Context: an optimization exercise on an open-source flow, tuned for small area, a short achievable clock period and few clock cycles. The choices shown serve that exercise and are no tape-out recipe. In this exercise RTL edits were held to simulation tests only and were not proved equivalent to the original. In this run the design's own scripts or RTL, not TritonCTS, make the clock network. The clock port is modelled as an ideal driver, which makes a skipped or thinned clock tree look cheaper than it is; a real chip needs a root buffer or a tree. No activity file was given, so power comes from the tool's default toggle rates.

## flow/config.mk

```make
export PLATFORM = sky130hd
export DESIGN_NAME = MU0
export DESIGN_NICKNAME = MU0
export VERILOG_FILES = /design/flow/design.v
export SDC_FILE = /design/flow/constraint.sdc
export NUM_CORES = 4
export LEC_CHECK = 0
export CAP_MARGIN = 20
export CORE_MARGIN = 2
export CORE_UTILIZATION = 55
export SLEW_MARGIN = 20
```

## flow/constraint.sdc

```tcl
create_clock -name core_clock -period 10.0 [get_ports {Clk}]
set_input_delay 2.0000 -clock core_clock [delete_from_list [all_inputs] [get_ports {Clk}]]
set_output_delay 2.0000 -clock core_clock [all_outputs]
set_load 0.01 [all_outputs]
```

## flow/design.v

```verilog
module add16 (output [15:0] s, input [15:0] a, input [15:0] b, input cin);
wire [15:0] p0 = a ^ b;
wire g0_0 = a[0] & b[0] | p0[0] & cin;
wire g0_1 = a[1] & b[1];
wire g0_2 = a[2] & b[2];
wire g0_3 = a[3] & b[3];
wire g0_4 = a[4] & b[4];
wire g0_5 = a[5] & b[5];
wire g0_6 = a[6] & b[6];
wire g0_7 = a[7] & b[7];
wire g0_8 = a[8] & b[8];
wire g0_9 = a[9] & b[9];
wire g0_10 = a[10] & b[10];
wire g0_11 = a[11] & b[11];
wire g0_12 = a[12] & b[12];
wire g0_13 = a[13] & b[13];
wire g0_14 = a[14] & b[14];
wire g0_15 = a[15] & b[15];
wire g_1_0 = g0_1 | p0[1] & g0_0;
wire g_3_2 = g0_3 | p0[3] & g0_2;
wire p_3_2 = p0[3] & p0[2];
wire g_5_4 = g0_5 | p0[5] & g0_4;
wire p_5_4 = p0[5] & p0[4];
wire g_7_6 = g0_7 | p0[7] & g0_6;
wire p_7_6 = p0[7] & p0[6];
wire g_9_8 = g0_9 | p0[9] & g0_8;
wire p_9_8 = p0[9] & p0[8];
wire g_11_10 = g0_11 | p0[11] & g0_10;
wire p_11_10 = p0[11] & p0[10];
wire g_13_12 = g0_13 | p0[13] & g0_12;
wire p_13_12 = p0[13] & p0[12];
wire g_15_14 = g0_15 | p0[15] & g0_14;
wire p_15_14 = p0[15] & p0[14];
wire g_3_0 = g_3_2 | p_3_2 & g_1_0;
wire g_7_4 = g_7_6 | p_7_6 & g_5_4;
wire p_7_4 = p_7_6 & p_5_4;
wire g_11_8 = g_11_10 | p_11_10 & g_9_8;
wire p_11_8 = p_11_10 & p_9_8;
wire g_15_12 = g_15_14 | p_15_14 & g_13_12;
wire p_15_12 = p_15_14 & p_13_12;
wire g_7_0 = g_7_4 | p_7_4 & g_3_0;
wire g_15_8 = g_15_12 | p_15_12 & g_11_8;
wire p_15_8 = p_15_12 & p_11_8;
wire g_15_0 = g_15_8 | p_15_8 & g_7_0;
wire g_11_0 = g_11_8 | p_11_8 & g_7_0;
wire g_5_0 = g_5_4 | p_5_4 & g_3_0;
wire g_9_0 = g_9_8 | p_9_8 & g_7_0;
wire g_13_0 = g_13_12 | p_13_12 & g_11_0;
wire g_2_0 = g0_2 | p0[2] & g_1_0;
wire g_4_0 = g0_4 | p0[4] & g_3_0;
wire g_6_0 = g0_6 | p0[6] & g_5_0;
wire g_8_0 = g0_8 | p0[8] & g_7_0;
wire g_10_0 = g0_10 | p0[10] & g_9_0;
wire g_12_0 = g0_12 | p0[12] & g_11_0;
wire g_14_0 = g0_14 | p0[14] & g_13_0;
assign s[0] = p0[0] ^ cin;
assign s[1] = p0[1] ^ g0_0;
assign s[2] = p0[2] ^ g_1_0;
assign s[3] = p0[3] ^ g_2_0;
assign s[4] = p0[4] ^ g_3_0;
assign s[5] = p0[5] ^ g_4_0;
assign s[6] = p0[6] ^ g_5_0;
assign s[7] = p0[7] ^ g_6_0;
assign s[8] = p0[8] ^ g_7_0;
assign s[9] = p0[9] ^ g_8_0;
assign s[10] = p0[10] ^ g_9_0;
assign s[11] = p0[11] ^ g_10_0;
assign s[12] = p0[12] ^ g_11_0;
assign s[13] = p0[13] ^ g_12_0;
assign s[14] = p0[14] ^ g_13_0;
assign s[15] = p0[15] ^ g_14_0;
endmodule
module MU0 ( Addr, Dout, Halted, Rd, Wr, cc, fetch, regC, Clk, Din,
     Reset, srcC );
output  Halted, Rd, Wr, fetch;
input  Clk, Reset;
output [11:0]  Addr;
output [1:0]  cc;
output [15:0]  Dout;
output [15:0]  regC;
input [15:0]  Din;
input [1:0]  srcC;
reg  [15:0] acc;
reg  [11:0] pc;      
reg  [11:0] ra;      
reg  [1:0]  op;      
reg         st;      
reg         hlt;     
reg         rq;      
wire        N = acc[15];
wire        Z = ~|acc;
wire        fc   = ~st & ~hlt;                   
wire [2:0]  f    = Din[14:12];
wire        stp  = &f;
wire        take = f[2] & ~f[0] & (~f[1] | ~Z) |    
               f[2] & ~f[1] & f[0] & ~N;            
wire        is_sta = ~op[1] & op[0];
wire [11:0] pc_n = pc + {11'd0, fc};
wire        en = st & ~is_sta;
wire        ka = ~rq & (op[1] | ~en);       
wire        kb = en;                        
wire        b1 = kb & ~op[0], b0 = kb & op[0];
wire [15:0] bop;
genvar i;
generate for (i = 0; i < 16; i = i + 1) begin : bsel
  assign bop[i] = Din[i] ? b1 : b0;
end endgenerate
wire [15:0] alu;
add16 u_add (.s(alu), .a(acc & {16{ka}}),
             .b(bop), .cin(op[0] & kb));
always @(posedge Clk or posedge Reset)
  if (Reset) begin
    pc  <= 12'd0;
    st  <= 1'b0;
    hlt <= 1'b0;
  end else begin
    st  <= fc & ~f[2];
    hlt <= hlt | fc & stp;
    pc  <= fc & (~f[2] | take) ? Din[11:0] : st ? ra : pc_n;
  end
always @(posedge Clk or posedge Reset)
  if (Reset) rq <= 1'b1;
  else       rq <= 1'b0;
always @(posedge Clk) begin
  acc <= alu;
  ra <= pc_n;
  op <= Din[13:12];
end
assign Addr   = pc;
assign Dout   = acc;
assign Rd     = ~Reset & ~hlt & ~(st & is_sta);
assign fetch  = ~Reset & fc;
assign Wr     = st & is_sta;
assign Halted = hlt;
assign cc     = {N, Z};
assign regC   = srcC[1] ? {14'd0, N, Z} :
                srcC[0] ? {4'd0, pc} : acc;
endmodule
```

## flow/flow/run.sh

```bash
#!/bin/bash
# Standard ORFS layout in parts:
#  1. the standard synthesis; flow/remap.sh then re-maps its combinational
#     logic for area (flip-flops unchanged);
#  2. floorplan and placement; flow/size_io.tcl then sizes the port buffers
#     on the paths from the inputs straight to the outputs (srcC to regC,
#     Reset to Rd and fetch);
#  3. clock tree synthesis; flow/clock_tree.tcl then replaces the tree with
#     two clock buffers, each driving a cluster of the flip-flops;
#  4. routing and the rest.
# Each step's full output is in its own .log file here.
# Ports are buffered with buf_1; timing repair aims at a 5.3 ns setup margin.
set -euo pipefail
K=("SETUP_SLACK_MARGIN=5.3" "BUFFER_PORTS_ARGS=-buffer_cell sky130_fd_sc_hd__buf_1" "CTS_ARGS=-sink_clustering_enable -repair_clock_nets -dont_use_dummy_load -buf_list sky130_fd_sc_hd__clkbuf_8")
R=orfs/results/$FLOW_PLATFORM/MU0/base
bash standard.sh "${K[@]}" synth > standard_synth.log 2>&1
cp $R/1_2_yosys.v standard_1_2_yosys.v
bash flow/remap.sh standard_1_2_yosys.v $R/1_2_yosys.v > remap.log 2>&1
rm -f $R/1_synth.odb $R/1_synth.sdc
bash standard.sh "${K[@]}" place > standard_place.log 2>&1
openroad -no_init -exit flow/size_io.tcl > size_io.log 2>&1
bash standard.sh "${K[@]}" cts > standard_cts.log 2>&1
FLOW_CLOCK_PORT=Clk CLOCK_BUF=sky130_fd_sc_hd__clkbuf_16 CLOCK_NBUF=2 openroad -no_init -exit flow/clock_tree.tcl > clock_tree.log 2>&1
bash standard.sh "${K[@]}" finish > standard_finish.log 2>&1
```

## flow/flow/cellmodels.py

```python
#!/usr/bin/env python3
"""Write Verilog models of the combinational cells of a liberty file, from
their function attributes (for re-mapping a mapped netlist with ABC).
usage: cellmodels.py LIB > models.v"""
import re, sys
s = open(sys.argv[1]).read()
out = []
for m in re.finditer(r'\n\s*cell\s*\(\s*"?(\w+)"?\s*\)\s*\{', s):
    name = m.group(1)
    # the cell body: up to the next cell
    start = m.end()
    nxt = re.search(r'\n\s*cell\s*\(', s[start:])
    body = s[start:start + nxt.start()] if nxt else s[start:]
    if re.search(r'\b(ff|latch|statetable)\s*\(', body):
        continue
    pins = re.findall(r'\n\s*pin\s*\(\s*"?(\w+)"?\s*\)\s*\{(.*?)\n\s*\}', body, re.S)
    ins, outs = [], []
    for pn, pb in pins:
        d = re.search(r'direction\s*:\s*"?(\w+)"?', pb)
        if not d:
            continue
        if d.group(1) == 'input':
            ins.append(pn)
        elif d.group(1) == 'output':
            f = re.search(r'function\s*:\s*"([^"]*)"', pb)
            if not f:
                outs = None
                break
            outs.append((pn, f.group(1)))
    if not outs or not ins:
        continue
    ports = ins + [o for o, _ in outs]
    out.append("module %s (%s);" % (name, ", ".join(ports)))
    for i in ins:
        out.append("  input %s;" % i)
    for o, f in outs:
        e = f.replace('!', '~').replace('*', '&').replace('+', '|')
        out.append("  output %s;\n  assign %s = %s;" % (o, o, e))
    out.append("endmodule")
print("\n".join(out))
```

## flow/flow/clock_tree.tcl

```tcl
# Replace the clock tree that CTS built with CLOCK_NBUF clock buffers
# (CLOCK_BUF), each driving one cluster of the flip-flops and placed at its
# centre, all driven by the clock port; then legalise.
set p $::env(FLOW_HOME)/platforms/$::env(FLOW_PLATFORM)
set r orfs/results/$::env(FLOW_PLATFORM)/MU0/base
read_lef $p/lef/sky130_fd_sc_hd.tlef
read_lef $p/lef/sky130_fd_sc_hd_merged.lef
read_liberty $p/lib/sky130_fd_sc_hd__tt_025C_1v80.lib
read_db $r/4_cts.odb
read_sdc $r/4_cts.sdc
source $p/setRC.tcl
set_propagated_clock [all_clocks]
estimate_parasitics -placement
report_clock_skew
report_checks -path_delay max -group_path_count 3 -format end

set db [ord::get_db]
set block [ord::get_db_block]
set clk [$block findNet $::env(FLOW_CLOCK_PORT)]
# the flip-flop clock pins, and the cells between them and the clock port
set sinks {}
set tree {}
proc walk {net} {
  foreach it [$net getITerms] {
    if {[$it isOutputSignal]} continue
    set inst [$it getInst]
    set m [[$inst getMaster] getName]
    if {[string match "*clkbuf*" $m] || [string match "*clkinv*" $m] || [string match "*bufinv*" $m]} {
      lappend ::tree $inst
      foreach o [$inst getITerms] {
        if {[$o isOutputSignal] && [$o getNet] ne "NULL"} { walk [$o getNet] }
      }
    } else {
      lappend ::sinks $it
    }
  }
}
walk $clk
puts "clock tree cells: [llength $tree], sinks: [llength $sinks]"
foreach it $sinks {
  if {![string match "*df*" [[[$it getInst] getMaster] getName]]} { error "unexpected clock sink [[$it getInst] getName]" }
}
set nets {}
foreach inst $tree {
  foreach o [$inst getITerms] {
    if {[$o isOutputSignal] && [$o getNet] ne "NULL"} { lappend nets [$o getNet] }
  }
}
foreach it $sinks { $it disconnect }
foreach inst $tree { odb::dbInst_destroy $inst }
foreach n $nets { odb::dbNet_destroy $n }

set master [$db findMaster $::env(CLOCK_BUF)]
set k $::env(CLOCK_NBUF)
# sink positions
set pts {}
foreach it $sinks {
  set b [[$it getInst] getBBox]
  lappend pts [list [expr {([$b xMin] + [$b xMax]) / 2.0}] [expr {([$b yMin] + [$b yMax]) / 2.0}]]
}
# k-means, started from sinks spread along x
set order [lsort -real -index 0 [lmap q $pts {set q}]]
set cent {}
for {set c 0} {$c < $k} {incr c} {
  lappend cent [lindex $order [expr {int(($c + 0.5) * [llength $order] / $k)}]]
}
for {set iter 0} {$iter < 50} {incr iter} {
  set asg {}
  foreach q $pts {
    set best 0; set bd 1e30
    for {set c 0} {$c < $k} {incr c} {
      set d [expr {abs([lindex $q 0] - [lindex $cent $c 0]) + abs([lindex $q 1] - [lindex $cent $c 1])}]
      if {$d < $bd} { set bd $d; set best $c }
    }
    lappend asg $best
  }
  set new {}
  for {set c 0} {$c < $k} {incr c} {
    set sx 0; set sy 0; set n 0
    foreach q $pts a $asg { if {$a == $c} { set sx [expr {$sx + [lindex $q 0]}]; set sy [expr {$sy + [lindex $q 1]}]; incr n } }
    if {$n == 0} { lappend new [lindex $cent $c] } else { lappend new [list [expr {$sx / $n}] [expr {$sy / $n}]] }
  }
  set cent $new
}
for {set c 0} {$c < $k} {incr c} {
  set buf [odb::dbInst_create $block $master clkbuf_root_$c]
  set net [odb::dbNet_create $block clknet_root_$c]
  $net setSigType CLOCK
  [$buf findITerm A] connect $clk
  [$buf findITerm X] connect $net
  set n 0
  foreach it $sinks a $asg { if {$a == $c} { $it connect $net; incr n } }
  puts "clock buffer $c: $n flip-flops at [lindex $cent $c]"
  $buf setLocation [expr {int([lindex $cent $c 0])}] [expr {int([lindex $cent $c 1])}]
  $buf setPlacementStatus PLACED
}
detailed_placement
check_placement -verbose
estimate_parasitics -placement
report_clock_skew
report_checks -path_delay max -group_path_count 3 -format end
report_check_types -max_slew -max_capacitance -violators
write_db $r/4_cts.odb
```

## flow/flow/remap.abc

```
strash
dch -f
amap
topo
```

## flow/flow/remap.sh

```bash
#!/bin/bash
# Re-map the combinational logic of the standard synthesis netlist with ABC
# for area (flow/remap.abc). The flip-flops stay the cells and names the
# standard synthesis gave them: the combinational cells are read as their
# liberty functions and flattened into gates, while the flip-flops and tie
# cells stay black boxes, and ABC maps only the gates. The cells on the
# short paths from the inputs straight to the outputs (srcC to regC, Reset
# to Rd and fetch) are kept as the standard synthesis mapped them.
# usage: flow/remap.sh NETLIST_IN NETLIST_OUT
set -euo pipefail
LIB=$FLOW_HOME/platforms/$FLOW_PLATFORM/lib/sky130_fd_sc_hd__tt_025C_1v80.lib
python3 flow/cellmodels.py $LIB > remap_models.v
cat > remap.ys <<EOY
read_verilog remap_models.v
read_liberty -lib -ignore_redef $LIB
read_verilog $1
hierarchy -top $FLOW_TOP
cd $FLOW_TOP
select -set fwd w:srcC w:Reset %u w:Din %u %co3
select -set bwd w:regC w:Halted %u w:Rd %u w:fetch %u %ci3
select -set keep @fwd @bwd %i t:sky130_fd_sc_hd__df* %d
setattr -set keep_hierarchy 1 @keep
cd
flatten
opt -purge
techmap
opt -fast -purge
abc -liberty $LIB -script flow/remap.abc -dont_use *probe* -dont_use *lpflow*
opt_clean -purge
blackbox sky130_fd_sc_hd__*
stat -liberty $LIB
write_verilog -noattr -nohex -nodec $2
EOY
yosys -l remap_yosys.log remap.ys > /dev/null
```

## flow/flow/size_io.tcl

```tcl
set ::sizes {regC* sky130_fd_sc_hd__buf_2 Halted sky130_fd_sc_hd__buf_2 Rd sky130_fd_sc_hd__buf_2 fetch sky130_fd_sc_hd__buf_2 srcC* sky130_fd_sc_hd__buf_4}
# Resize the port buffers of the input-to-output paths in the placed design,
# then legalise the placement again.
set p $::env(FLOW_HOME)/platforms/$::env(FLOW_PLATFORM)
set r orfs/results/$::env(FLOW_PLATFORM)/MU0/base
read_lef $p/lef/sky130_fd_sc_hd.tlef
read_lef $p/lef/sky130_fd_sc_hd_merged.lef
read_liberty $p/lib/sky130_fd_sc_hd__tt_025C_1v80.lib
read_db $r/3_place.odb
read_sdc $r/3_place.sdc
source $p/setRC.tcl
estimate_parasitics -placement
report_checks -path_delay max -group_path_count 5 -format end
# the buffer on a port: the cell its net drives (input) or is driven by (output)
proc size_port {pattern cell} {
  set block [ord::get_db_block]
  foreach bt [$block getBTerms] {
    set name [$bt getName]
    if {![string match $pattern $name]} continue
    set want [expr {[$bt getIoType] eq "OUTPUT" ? "OUTPUT" : "INPUT"}]
    foreach it [[$bt getNet] getITerms] {
      if {[$it getIoType] ne $want} continue
      set inst [[$it getInst] getName]
      puts "$name: $inst [[[$it getInst] getMaster] getName] -> $cell"
      replace_cell [get_cells $inst] $cell
    }
  }
}
foreach {port cell} $::sizes { size_port $port $cell }
estimate_parasitics -placement
report_checks -path_delay max -group_path_count 5 -format end
report_checks -path_delay max
detailed_placement
check_placement -verbose
write_db $r/3_place.odb
```

## flow/standard.sh

```bash
#!/bin/bash
# synth_recipe.tcl (not shown) runs the flow's synth.tcl, then flattens the netlist and writes it again
# the make line also repeats each setting of config.mk as NAME=value (left out here)
make -C /OpenROAD-flow-scripts/flow DESIGN_CONFIG=/design/flow/config.mk WORK_HOME=/design/flow/orfs CLKGATE_MAP_FILE= SYNTH_SCRIPT=/design/flow/synth_recipe.tcl "${@:-finish}"
```

==> summary.txt <==
initial antenna violation count=0; final WL=6340 um; Pwr Density=195 mW/mm^2; Final Slew Violations=0; final worst path period share=46.7%; grt ovf=0; Reg clk slew, reported paths=0.09 ns; Slew HR=41.2%; Initial Util=57.8%; core area=0.00403 sq mm; drt wl/cell=14.5 um; die area=0.00477 sq mm; DRT iter0 DRCs=209; post-route ant nets=0; vias in the first global route=2152; Diodes inserted=0; Max-cap violations=0; RSZ-0062 raised after global routing=yes; Fin. Hold Viols=0; WP data arrival=2.67 ns; gr usage total=26.4%; kind of critical path=input port to output port; Syn Area/Cell=7.39 sq um; share of layout cells above drive strength 1=9.84%; reported leakage power=1.12 nW; syn nets=335; total negative slack=0 ns; num rows=23; Area growth syn-to-layout=20.6%; Final nets=408; maximum vdd ir drop=0.166 mV; clk_skew=0.00875 ns; reg-to-reg critical path startpoint=st$_DFF_PP0_; drt pass-1 iters=5; DP HPWL=4510 um; port bufs=69; measured slew at the worst slew-check pin=0.878 ns; outcome=timing/DRC/antenna clean; critical path peak fanout=14; worst hold slack=0.461 ns; first-pass GRT wire length=10400 um; Clock Sinks=45; largest net degree at the start of global routing=25; CP startpoint=srcC[0]; GPL Wtd Cong=0.814; setup violators final=0; min cycle time layout=4.67 ns; startpoint types=input port; CP required=8.00 ns; post-CTS setup buffers=0; # IOs=70; crit path capture type=output port; reg2reg path depth=19; Worst-Skew Late Latency=0.16 ns; Synth Warn #=1; WHS Path Cells=2; Mapped Cells=315; chip width=69.1 um; mapped cell area=0.00233 sq mm; DIE HEIGHT=69.1 um; total power=0.546 mW; post-route DRC violation count=0; Hold Crit Class=register to register; Vias per Instance=5.63; routed vias=2453; hold path startpoint=ra[4]$_DFF_P_; f_max=214 MHz; hold buffers post-CTS=0
==> sequential cells by signal, summed over array words and instances, names as in the netlist <==
signal	flops
hlt	1
st	1
op	2
acc	16
ra	12
pc	12
rq	1
==> critical path, cell delays in order <==
cell,delay [ns]
buf_6,0.16
clkinv_4,0.12
o22ai_1,0.19
nor2_1,0.05
buf_2,0.13
==> what timing repair did <==
item | 4_1_cts | 5_1_grt
gates resized for setup | 8 | 11
endpoints found under the setup margin | 16 | 8
pin swaps | 0 | 1
==> layout by cell type (no fill, tap or decap), types with 13 or more instances in the layout <==
cell,n
dfrtp_1,13
buf_1,48
nor2b_1,14
nand2_1,25
nor2_1,71
o21ai_0,21
o22ai_1,14
a21oi_1,35
buf_2,19
dfxtp_1,30
clkinv_1,28
==> stage by stage <==
step           utilization (%)  area (sq um)  setup slack (ns)  std cells
2_1_floorplan                -          2330              5.52        315
3_3_place_gp              65.9          2650              4.60        434
3_5_place_dp              65.9          2650              4.57        434
4_1_cts                   68.9          2770              5.32        439
5_1_grt                   69.7          2810              5.28        436
6_report                  69.7          2810              5.33        436
==> path summary, 6_finish.rpt <==
check,endpoint,slack (ns)
min,pc[4]$_DFF_PP0_,0.46
min in group asynchronous,pc[4]$_DFF_PP0_,1.91
min reg2reg,pc[4]$_DFF_PP0_,0.46
max in group asynchronous,st$_DFF_PP0_,7.63
max reg2reg,acc[15]$_DFF_P_,5.71
max,regC[2],5.33
==> per-layer routing <==
metal / track usage (%) / vias to the layer above / part of all wire, %
met1: 37.8 / 1116 / 46
met3: 3.07 / 4 / 6.5
li1: - / 1245 / -
met2: 44.6 / 88 / 47
met5: 0 / - / 0
met4: 2.40 / 0 / 0.69
==> report_power, final <==
part | internal, mW | leakage, nW | switching (mW)
registers | 0.240 | 0.430 | 0.0433
clock network | 0.0367 | 0.0246 | 0.0468
logic | 0.0743 | 0.668 | 0.106
total | 0.350 | 1.12 | 0.196
==> cell type report <==
cell class,count,area (sq um)
Sequential cell,45,981
Buffer,2,50.0
Inverter,31,123
Multi-Input combinational cell,238,1290
Tap cell,50,62.6
Fill cell,357,1220
Timing Repair Buffer,70,302
Testbench counts, summed over its fixed seeds: cycles 63,739.

separate check: timing with driven ports:
Ports are ideal in the flow. The routed layout listed here was re-timed in OpenROAD. Step 1 assumes that a clkbuf_16 drives the clock port and a buf_2 every other input. Step 2, shift: input delay + t, output delay - t, t = (earliest + latest rising clock arrival at the registers) / 2. This alone moves slack from input paths to output paths. Slacks: ideal ports / drivers / drivers and shift; pairs: ideal ports / drivers.
t, ns: 0.198
setup slack, ns: 5.333 / 5.292 / 5.292
worst setup path at the end: input to output
cell pins on the clock port's net: 2
After both steps this run still meets setup and hold. For this run, drivers alone change the setup slack by -0.041 ns; drivers and shift together by -0.041 ns.
